Source: an optimization exercise on an open RTL-to-GDS flow (aim: small area). Production flows keep margins and buffers that such runs may drop. In this exercise RTL edits were held to simulation tests only and were not proved equivalent to the original. Power and IR drop assume default switching activity.

`constraint.sdc`:
```
create_clock -name core_clock -period 34.0 [get_ports {Clk}]
set_input_delay 6.8000 -clock core_clock [delete_from_list [all_inputs] [get_ports {Clk}]]
set_output_delay 6.8000 -clock core_clock [all_outputs]
set_load 0.01 [all_outputs]
```
`config.mk`:
```
export PLATFORM = sky130hd
export DESIGN_NAME = ALU_TOP
export DESIGN_NICKNAME = ALU_TOP
export VERILOG_FILES = /design/flow/design.v
export SDC_FILE = /design/flow/constraint.sdc
export NUM_CORES = 4
export LEC_CHECK = 0
export CAP_MARGIN = 20
export CORE_MARGIN = 2
export CORE_UTILIZATION = 40
export SLEW_MARGIN = 20
```
`run.sh`:
```
#!/bin/bash
# synth_recipe.tcl (not shown) runs the flow's synth.tcl, then flattens the netlist and writes it again
# the make line also repeats each setting of config.mk as NAME=value (left out here)
make -C /OpenROAD-flow-scripts/flow DESIGN_CONFIG=/design/flow/config.mk WORK_HOME=/design/flow/orfs CLKGATE_MAP_FILE= SYNTH_SCRIPT=/design/flow/synth_recipe.tcl finish
```
`design.v`:
```
module Decoder_UNIT (
 input wire         [1:0]       ALU_FUN,
 output reg                      Arith_Enable,Logic_Enable,CMP_Enable,Shift_Enable
);
always @(*)
 begin
  case(ALU_FUN)
   2'b00 : begin
     Arith_Enable=1'b1 ;
	 Logic_Enable=1'b0 ;
	 CMP_Enable=1'b0 ;
	 Shift_Enable=1'b0 ;
    end
   2'b01 : begin
     Arith_Enable=1'b0 ;
	 Logic_Enable=1'b1 ;
	 CMP_Enable=1'b0 ;
	 Shift_Enable=1'b0 ;
    end
   2'b10 : begin
     Arith_Enable=1'b0 ;
	 Logic_Enable=1'b0 ;
	 CMP_Enable=1'b1 ;
	 Shift_Enable=1'b0 ;
    end
   2'b11 : begin
     Arith_Enable=1'b0 ;
	 Logic_Enable=1'b0 ;
	 CMP_Enable=1'b0 ;
	 Shift_Enable=1'b1 ;
    end
   default : begin
     Arith_Enable=1'b0 ;
	 Logic_Enable=1'b0 ;
	 CMP_Enable=1'b0 ;
	 Shift_Enable=1'b0 ;
    end
  endcase
 end
endmodule
module ARITHMETIC_UNIT #(parameter WIDTH=16)
(
 input wire        [WIDTH-1:0]     A,B,
 input wire                              Clk,Arith_Enable,RST,
 input wire        [1:0]               Arith_FUN,
 output reg       [WIDTH-1:0]     Arith_OUT,
 output reg                             Carry_OUT,Arith_Flag
);
reg                 [WIDTH-1:0]      Arith_comb;
reg                                        Arith_Carry;
reg                                        Arith_Flag_comb;
always @(posedge Clk or negedge RST)
 begin
  if(!RST)
   begin
     Arith_OUT<='b0;
     Arith_Flag<=1'b0 ;
     Carry_OUT<=1'b0;	 
   end
  else 
   begin
    Arith_OUT<=Arith_comb;
	Arith_Flag<=Arith_Flag_comb ;
	Carry_OUT<=Arith_Carry;
   end
 end
always @(*)
 begin
  if(Arith_Enable)
   begin
    Arith_Carry=1'b0;
    Arith_Flag_comb=1'b1 ;
    case (Arith_FUN)
     2'b00 : {Arith_Carry,Arith_comb}=A+B ;
     2'b01 : Arith_comb=A-B ;
     2'b10 : Arith_comb=A*B ;
     2'b11 : Arith_comb=(B=='b0) ? {WIDTH{1'b1}} : A/B ;
     default : Arith_comb='b0; 
    endcase
   end             
  else
   begin
    Arith_comb='b0 ; 
    Arith_Carry=1'b0;
    Arith_Flag_comb=1'b0;	
   end   
 end
endmodule
module LOGIC_UNIT #(parameter WIDTH=16)
(
 input wire        [WIDTH-1:0]     A,B,
 input wire                              Clk,Logic_Enable, RST,
 input wire        [1:0]               Logic_FUN,
 output reg       [WIDTH-1:0]     Logic_OUT,
 output reg                             Logic_Flag
);
reg                 [WIDTH-1:0]      Logic_comb;
reg                                        Logic_Flag_comb;
always @(posedge Clk or negedge RST)
 begin
  if(!RST)
   begin
     Logic_OUT<='b0;
     Logic_Flag<=1'b0 ;	 
   end
  else 
   begin
    Logic_OUT<=Logic_comb;
	Logic_Flag<=Logic_Flag_comb ;
   end
 end
always @(*)
 begin
  if(Logic_Enable)
   begin
    Logic_Flag_comb=1'b1 ;
    case (Logic_FUN)
     2'b00 : Logic_comb=A&B ;
     2'b01 : Logic_comb=A|B ;
     2'b10 : Logic_comb=~(A&B); 
     2'b11 : Logic_comb=~(A|B) ;
     default : Logic_comb='b0 ;
    endcase
   end              
  else
   begin
    Logic_comb='b0 ; 
    Logic_Flag_comb=1'b0;	
   end   
 end
endmodule
module CMP_UNIT #(parameter WIDTH=16)
(
 input wire        [WIDTH-1:0]     A,B,
 input wire                              Clk,CMP_Enable,RST,
 input wire        [1:0]               CMP_FUN,
 output reg       [WIDTH-1:0]     CMP_OUT,
 output reg                             CMP_Flag
);
reg                 [WIDTH-1:0]      CMP_comb;
reg                                        CMP_Flag_comb;
always @(posedge Clk or negedge RST)
 begin
  if(!RST)
   begin
     CMP_OUT<='b0;
     CMP_Flag<=1'b0 ;	 
   end
  else 
   begin
    CMP_OUT<=CMP_comb;
	CMP_Flag<=CMP_Flag_comb ;
   end
 end
always @(*)
 begin
  if(CMP_Enable)
   begin
    CMP_Flag_comb=1'b1 ;
    case (CMP_FUN) 
     2'b01 : begin
	  if (A==B)
       begin
        CMP_comb='b1 ;
       end
      else
       begin
        CMP_comb='b0 ;
       end
	  end
     2'b10 : begin
	  if (A>B)
       begin
        CMP_comb='b10 ;
       end
      else
       begin
        CMP_comb='b0 ;
       end
	  end
     2'b11 : begin
	  if (A<B)
       begin
        CMP_comb='b11 ;
       end
      else
       begin
        CMP_comb='b0 ;
       end
	  end
     default : CMP_comb='b0 ; 
    endcase
   end
  else
   begin
    CMP_comb='b0 ; 
    CMP_Flag_comb=1'b0;	
   end   
 end
endmodule
module SHIFT_UNIT #(parameter WIDTH=16)
(
 input wire        [WIDTH-1:0]     A,B,
 input wire                              Clk,Shift_Enable,RST,
 input wire        [1:0]               Shift_FUN,
 output reg       [WIDTH-1:0]     Shift_OUT,
 output reg                             Shift_Flag
);
reg                 [WIDTH-1:0]      Shift_comb;
reg                                        Shift_Flag_comb;
always @(posedge Clk or negedge RST)
 begin
  if(!RST)
   begin
     Shift_OUT<='b0;
     Shift_Flag<=1'b0 ;	 
   end
  else 
   begin
    Shift_OUT<=Shift_comb;
	Shift_Flag<=Shift_Flag_comb ;
   end
 end
always @(*)
 begin
  if(Shift_Enable)
   begin
    Shift_Flag_comb=1'b1 ;
    case (Shift_FUN)
     2'b00 : Shift_comb=A>>1 ;
     2'b01 : Shift_comb=A<<1 ;
     2'b10 : Shift_comb=B>>1 ;
     2'b11 : Shift_comb=B<<1 ;
     default : Shift_comb='b0 ;
    endcase
   end           
  else
   begin
    Shift_comb='b0 ; 
    Shift_Flag_comb=1'b0;	
   end   
 end
endmodule
module ALU_TOP #(parameter WIDTH=16)
(
 input wire      [WIDTH-1:0]      A,B,
 input wire      [3:0]                ALU_FUN,
 input wire                             Clk,RST,
 output wire    [WIDTH-1:0]      Arith_OUT,Logic_OUT,CMP_OUT,SHIFT_OUT,
 output wire                           Carry_OUT,Arith_Flag,Logic_Flag,CMP_Flag,SHIFT_Flag   
);
wire                                      Arith_Enable,Logic_Enable,CMP_Enable,Shift_Enable;
Decoder_UNIT U_Decoder (
.ALU_FUN(ALU_FUN[3:2]),
.Arith_Enable(Arith_Enable), 
.Logic_Enable(Logic_Enable), 
.CMP_Enable(CMP_Enable), 
.Shift_Enable(Shift_Enable)
);
ARITHMETIC_UNIT U_Arithmetic (
.A(A), 
.B(B), 
.Clk(Clk), 
.Arith_Enable(Arith_Enable), 
.Arith_FUN(ALU_FUN[1:0]), 
.Arith_OUT(Arith_OUT), 
.Carry_OUT(Carry_OUT), 
.Arith_Flag(Arith_Flag),
.RST(RST)
);
LOGIC_UNIT U_Logic (
.A(A), 
.B(B), 
.Clk(Clk), 
.Logic_Enable(Logic_Enable), 
.Logic_FUN(ALU_FUN[1:0]), 
.Logic_OUT(Logic_OUT), 
.Logic_Flag(Logic_Flag),
.RST(RST)
);
CMP_UNIT U_CMP (
.A(A), 
.B(B), 
.Clk(Clk), 
.CMP_Enable(CMP_Enable), 
.CMP_FUN(ALU_FUN[1:0]), 
.CMP_OUT(CMP_OUT), 
.CMP_Flag(CMP_Flag),
.RST(RST)
);
SHIFT_UNIT U_Shift (
.A(A), 
.B(B), 
.Clk(Clk), 
.Shift_Enable(Shift_Enable), 
.Shift_FUN(ALU_FUN[1:0]), 
.Shift_OUT(SHIFT_OUT), 
.Shift_Flag(SHIFT_Flag),
.RST(RST)
);
endmodule
```
==> impl_results.md <==
- Post-DR wirelength/cell: between 20 and 25 µm
- Inserted Clock Buffers: 5
- Switching fraction of total power: 50.8%
- Final-layout setup total negative slack: 0 ns
- Maximum ir drop on the vdd rail: 0.0527 mV
- Combined area of the multi-input logic cells: 13,700 µm²
- Net Switching: 0.378 mW
- Initial detailed-routing violation count: 1,604
- Share of post-route cells with drive strength above 1: between 10% and 20%
- Synth-to-layout area growth: 18.7%
- Final period demand of the worst path: 32.97 ns
- Peak fanout along the critical path: 20
- Number of flops mapped to enable cells by yosys: 0
- Number of buffers inserted by hold repair at cts: 0
- Max-slew violation count: 0
- Number of cells in the finished layout apart from fillers: 2,671
- Clk pin slew, worst setup/hold paths: 0.07 ns
- Buffer cell driving the clock tree root: sky130_fd_sc_hd__clkbuf_16
- Worst Tran Pin Value: approximately 1.1 ns
- Effective utilization at floorplan: 40.3%
- Critical path's top delay family: compound AO/OA/AOI/OAI gates
- Routability-driven placement congestion ratio: 0.995
- Launching element type of the critical path: primary input
- Fill count: 3,816
- Final Hold Vio Count: 0
- CP peak stage delay: 0.60 ns
- Cell area after synthesis: 15,500 µm²
- Tot GR Track Use: 28.6%
- Post-detailed-placement half-perimeter wirelength: 45,800 µm
- Core occupancy in the finished layout: 47.9%
- Share of total power in the clock network: 6.7%
- Share of flip-flops with an asynchronous set or reset after synthesis: 100%
- Final antenna diode count: 0
- WP data required: approximately 34 ns
- Internal Pwr Total: between 0.3 and 0.4 mW
- Critical path type: in -> reg
- Number of setup violations in the final report: 0
- Largest net degree at the start of global routing: 57
- Register area: 1380 µm²
- Most frequently used flop master after synthesis: sky130_fd_sc_hd__dfrtp_1
- Die footprint: 40,400 µm²
- Most Frequent Cell on Critical Path: sky130_fd_sc_hd__o21a_1
- DIE HEIGHT: approximately 200 µm
- CTS tree: yes
- Max-cap violation count: 0
- Number of antenna violations at the first check in global routing: 0
- Die width: 201 µm
- Number of optimization iterations in the first detailed-route pass: 6
- Number of global-route vias before repair: 15,400
- Vias per cell: 6.01
- Kind of end point of the critical path: flip-flop
- Fraction of power consumed by sequential logic: 9.7%
- Worst Path Buf+Inv: 12
- Aggregate global routing overflow: 0
- Slowest cell on crit path: sky130_fd_sc_hd__or4_4
- Number of unique standard cell types used by synthesis: slightly above 90
- Pre-CTS WS: -1.09 ns
- Max H-tree Level: 2
- Cell count after placement: between 2,000 and 3,000
- Normalized max-slew margin: 28.6%
- Final cycle utilization of the critical path: 97.0%
- Total Wirelength: 60,300 µm
- Area of the core: ~38,000 µm²
- Post-route ant nets: 0
- Critical path data arrival time: 33.14 ns
- Static leakage: 8.33 nW
- Remaining design rule violation count: 0
- Gate Count Post-Synth: 2,015
- Via Count: about 16,000
- Part of the total power dissipated in combinational logic: about 84%
- F_max: about 0.030 GHz
- Boundary Pins: around 110
- Outcome: complete, no violations
- Yosys warns: 5
- Hold WC Path Type: in -> async
- Maximum root-to-sink buffer count: 2
- Worst path depth: 125
- Mean cell area of the mapped netlist: 7.70 µm²
- Clock sink total: 55
- Final net count: 2,508
- FP Rows: just over 70
- Global-route wire length before repair: 90,700 µm
- Sequential cell area fraction in the yosys report: 8.87%
- Buffers added on ports: 92
- Flops & latches, synth: 55
- Post-route worst setup slack: 1.03 ns
- Cell Pwr Density: between 40 and 50 nW/µm²
path summary, 6_finish.rpt:
| kind | startpoint | endpoint | slack (ns) |
|---|---|---|---|
| setup / recovery | B[8] | U_Arithmetic.Arith_OUT[0] | 1.03 |
| hold / removal | RST | U_Arithmetic.Arith_OUT[13] | 6.63 |
| max in group asynchronous | RST | U_Arithmetic.Arith_OUT[7] | 26.95 |
| min in group core_clock | ALU_FUN[1] | U_CMP.CMP_OUT[1] | 7.17 |
logic make-up (layout without fill, tap and decap cells):
kind of cell	count (synthesis)	after routing	synth area share (%)
xor gates and xnor gates	131	131	7.40
AOI/OAI and AO/OA	508	508	22.3
and+or+nand+nor	661	661	19.8
buffers and inverters	290	415	7.44
adders and majority gates	318	318	29.6
other	1	14	0.0242
DFF	55	55	8.87
muxes	51	51	4.56
cells in the mapped netlist, types with 6 or more instances:
cell type / n / area, µm²
sky130_fd_sc_hd__inv_1: 187 / 702
sky130_fd_sc_hd__o31ai_1: 17 / 128
sky130_fd_sc_hd__fa_1: 82 / 1640
sky130_fd_sc_hd__a21oi_1: 129 / 646
sky130_fd_sc_hd__buf_1: 6 / 22.5
sky130_fd_sc_hd__nor2_1: 213 / 800
sky130_fd_sc_hd__nand2b_1: 14 / 87.6
sky130_fd_sc_hd__and3_1: 13 / 81.3
sky130_fd_sc_hd__xnor2_1: 86 / 753
sky130_fd_sc_hd__nand2_1: 188 / 706
sky130_fd_sc_hd__nor3_1: 70 / 350
sky130_fd_sc_hd__o22ai_1: 6 / 37.5
sky130_fd_sc_hd__nor2b_1: 29 / 181
sky130_fd_sc_hd__or2_2: 15 / 93.8
sky130_fd_sc_hd__o41ai_1: 7 / 61.3
sky130_fd_sc_hd__nor4_1: 11 / 68.8
sky130_fd_sc_hd__mux2i_1: 23 / 230
sky130_fd_sc_hd__nand3_1: 34 / 170
sky130_fd_sc_hd__a21boi_0: 13 / 97.6
sky130_fd_sc_hd__dfrtp_1: 55 / 1380
sky130_fd_sc_hd__a211oi_1: 24 / 180
sky130_fd_sc_hd__xor2_1: 45 / 394
sky130_fd_sc_hd__and2_1: 9 / 56.3
sky130_fd_sc_hd__o21ai_0: 93 / 465
sky130_fd_sc_hd__clkbuf_1: 71 / 267
sky130_fd_sc_hd__nand4_1: 14 / 87.6
sky130_fd_sc_hd__o211ai_1: 30 / 225
sky130_fd_sc_hd__or3_1: 27 / 169
sky130_fd_sc_hd__o31a_1: 9 / 78.8
sky130_fd_sc_hd__a2111oi_0: 10 / 87.6
sky130_fd_sc_hd__mux2_2: 13 / 146
sky130_fd_sc_hd__and4_1: 6 / 52.6
sky130_fd_sc_hd__o21a_1: 40 / 300
sky130_fd_sc_hd__mux4_2: 14 / 315
sky130_fd_sc_hd__buf_4: 14 / 105
sky130_fd_sc_hd__a211o_1: 9 / 78.8
sky130_fd_sc_hd__a31oi_1: 17 / 106
sky130_fd_sc_hd__a21o_1: 26 / 195
sky130_fd_sc_hd__ha_1: 236 / 2950
stage by stage:
stage          hold WS, ns  area (µm²)  power (mW)
2_1_floorplan         6.50       15600       0.511
3_3_place_gp          6.95       17400       0.655
3_5_place_dp          6.96       17400       0.663
4_1_cts               6.65       17600       0.717
5_1_grt               6.70       18400       0.812
6_report              6.63       18400       0.744
power by group through the flow:
stage	Combinational [mW]	Clock (mW)	Sequential (mW)
2_1_floorplan	0.435	0	0.0760
3_3_place_gp	0.582	0	0.0734
3_5_place_dp	0.590	0	0.0734
4_1_cts	0.594	0.0509	0.0722
5_1_grt	0.687	0.0529	0.0727
6_report	0.622	0.0495	0.0722
cell usage in the layout (no fill, tap or decap), types with 27 or more instances in the layout:
master | Yosys | layout
sky130_fd_sc_hd__ha_1 | 236 | 222
sky130_fd_sc_hd__o211ai_1 | 30 | 30
sky130_fd_sc_hd__inv_1 | 187 | 187
sky130_fd_sc_hd__clkdlybuf4s50_1 | 0 | 88
sky130_fd_sc_hd__xnor2_1 | 86 | 86
sky130_fd_sc_hd__a21oi_1 | 129 | 110
sky130_fd_sc_hd__o21a_1 | 40 | 37
sky130_fd_sc_hd__buf_4 | 14 | 119
sky130_fd_sc_hd__or3_1 | 27 | 27
sky130_fd_sc_hd__nor2b_1 | 29 | 29
sky130_fd_sc_hd__nor2_1 | 213 | 207
sky130_fd_sc_hd__xor2_1 | 45 | 45
sky130_fd_sc_hd__dfrtp_1 | 55 | 55
sky130_fd_sc_hd__fa_1 | 82 | 82
sky130_fd_sc_hd__o21ai_0 | 93 | 83
sky130_fd_sc_hd__nand3_1 | 34 | 34
sky130_fd_sc_hd__nor3_1 | 70 | 66
sky130_fd_sc_hd__nand2_1 | 188 | 185
registers in the layout, indices dropped and copies added (netlist names):
| signal | flops |
|---|---|
| U_CMP.CMP_OUT | 2 |
| U_Arithmetic.Arith_OUT | 16 |
| U_Shift.Shift_Flag | 1 |
| U_Arithmetic.Carry_OUT | 1 |
| U_CMP.CMP_Flag | 1 |
| U_Shift.Shift_OUT | 16 |
| U_Logic.Logic_Flag | 1 |
| U_Arithmetic.Arith_Flag | 1 |
| U_Logic.Logic_OUT | 16 |
final cells by class:
cell class                 instances  area share, %
clock buffer                       5          0.680
clock inverter                     3          0.109
inverter                         193           3.94
multi-input combinational       1683           74.3
sequential                        55           7.48
tap                              518           3.52
timing repair buffer             214           9.97
repair_timing:
item | in CTS | in global routing
setup buffers | 2 | 27
cloned | 0 | 0
resized for setup | 15 | 117
pin swaps | 1 | 35
setup endpoints to repair | 1 | 2
metal layers:
metal  share of wire (%)  GRT usage, %  vias up
met3                 8.9          4.06      157
met5                   0             0        -
met2                  45          46.6      830
li1                    -             -     7353
met4                 4.1          9.60        0
met1                  42          38.8     7716

afterwards: timing with drivers on the ports:
No port has a modelled driver above. Below, the same layout with a new extraction and two added sets of constraints.
Step 1, drivers: a clkbuf_16 drives Clk and a buf_2 each remaining input, both assumed.
Step 2 also shifts input and output timing later by t, the mid clock arrival at the registers, as if the neighbouring blocks saw the same clock.
Three values: ideal ports, drivers, drivers and shift; two values: the first two.
t (ns): 0.322
slack for setup (ns): 1.025 / 1.034 / 0.711
worst hold slack (ns): 6.625 / 6.615 / 6.937
After both steps setup and hold are still met in this run. For this run, drivers alone change the setup slack by +0.009 ns; drivers and shift together by -0.314 ns.
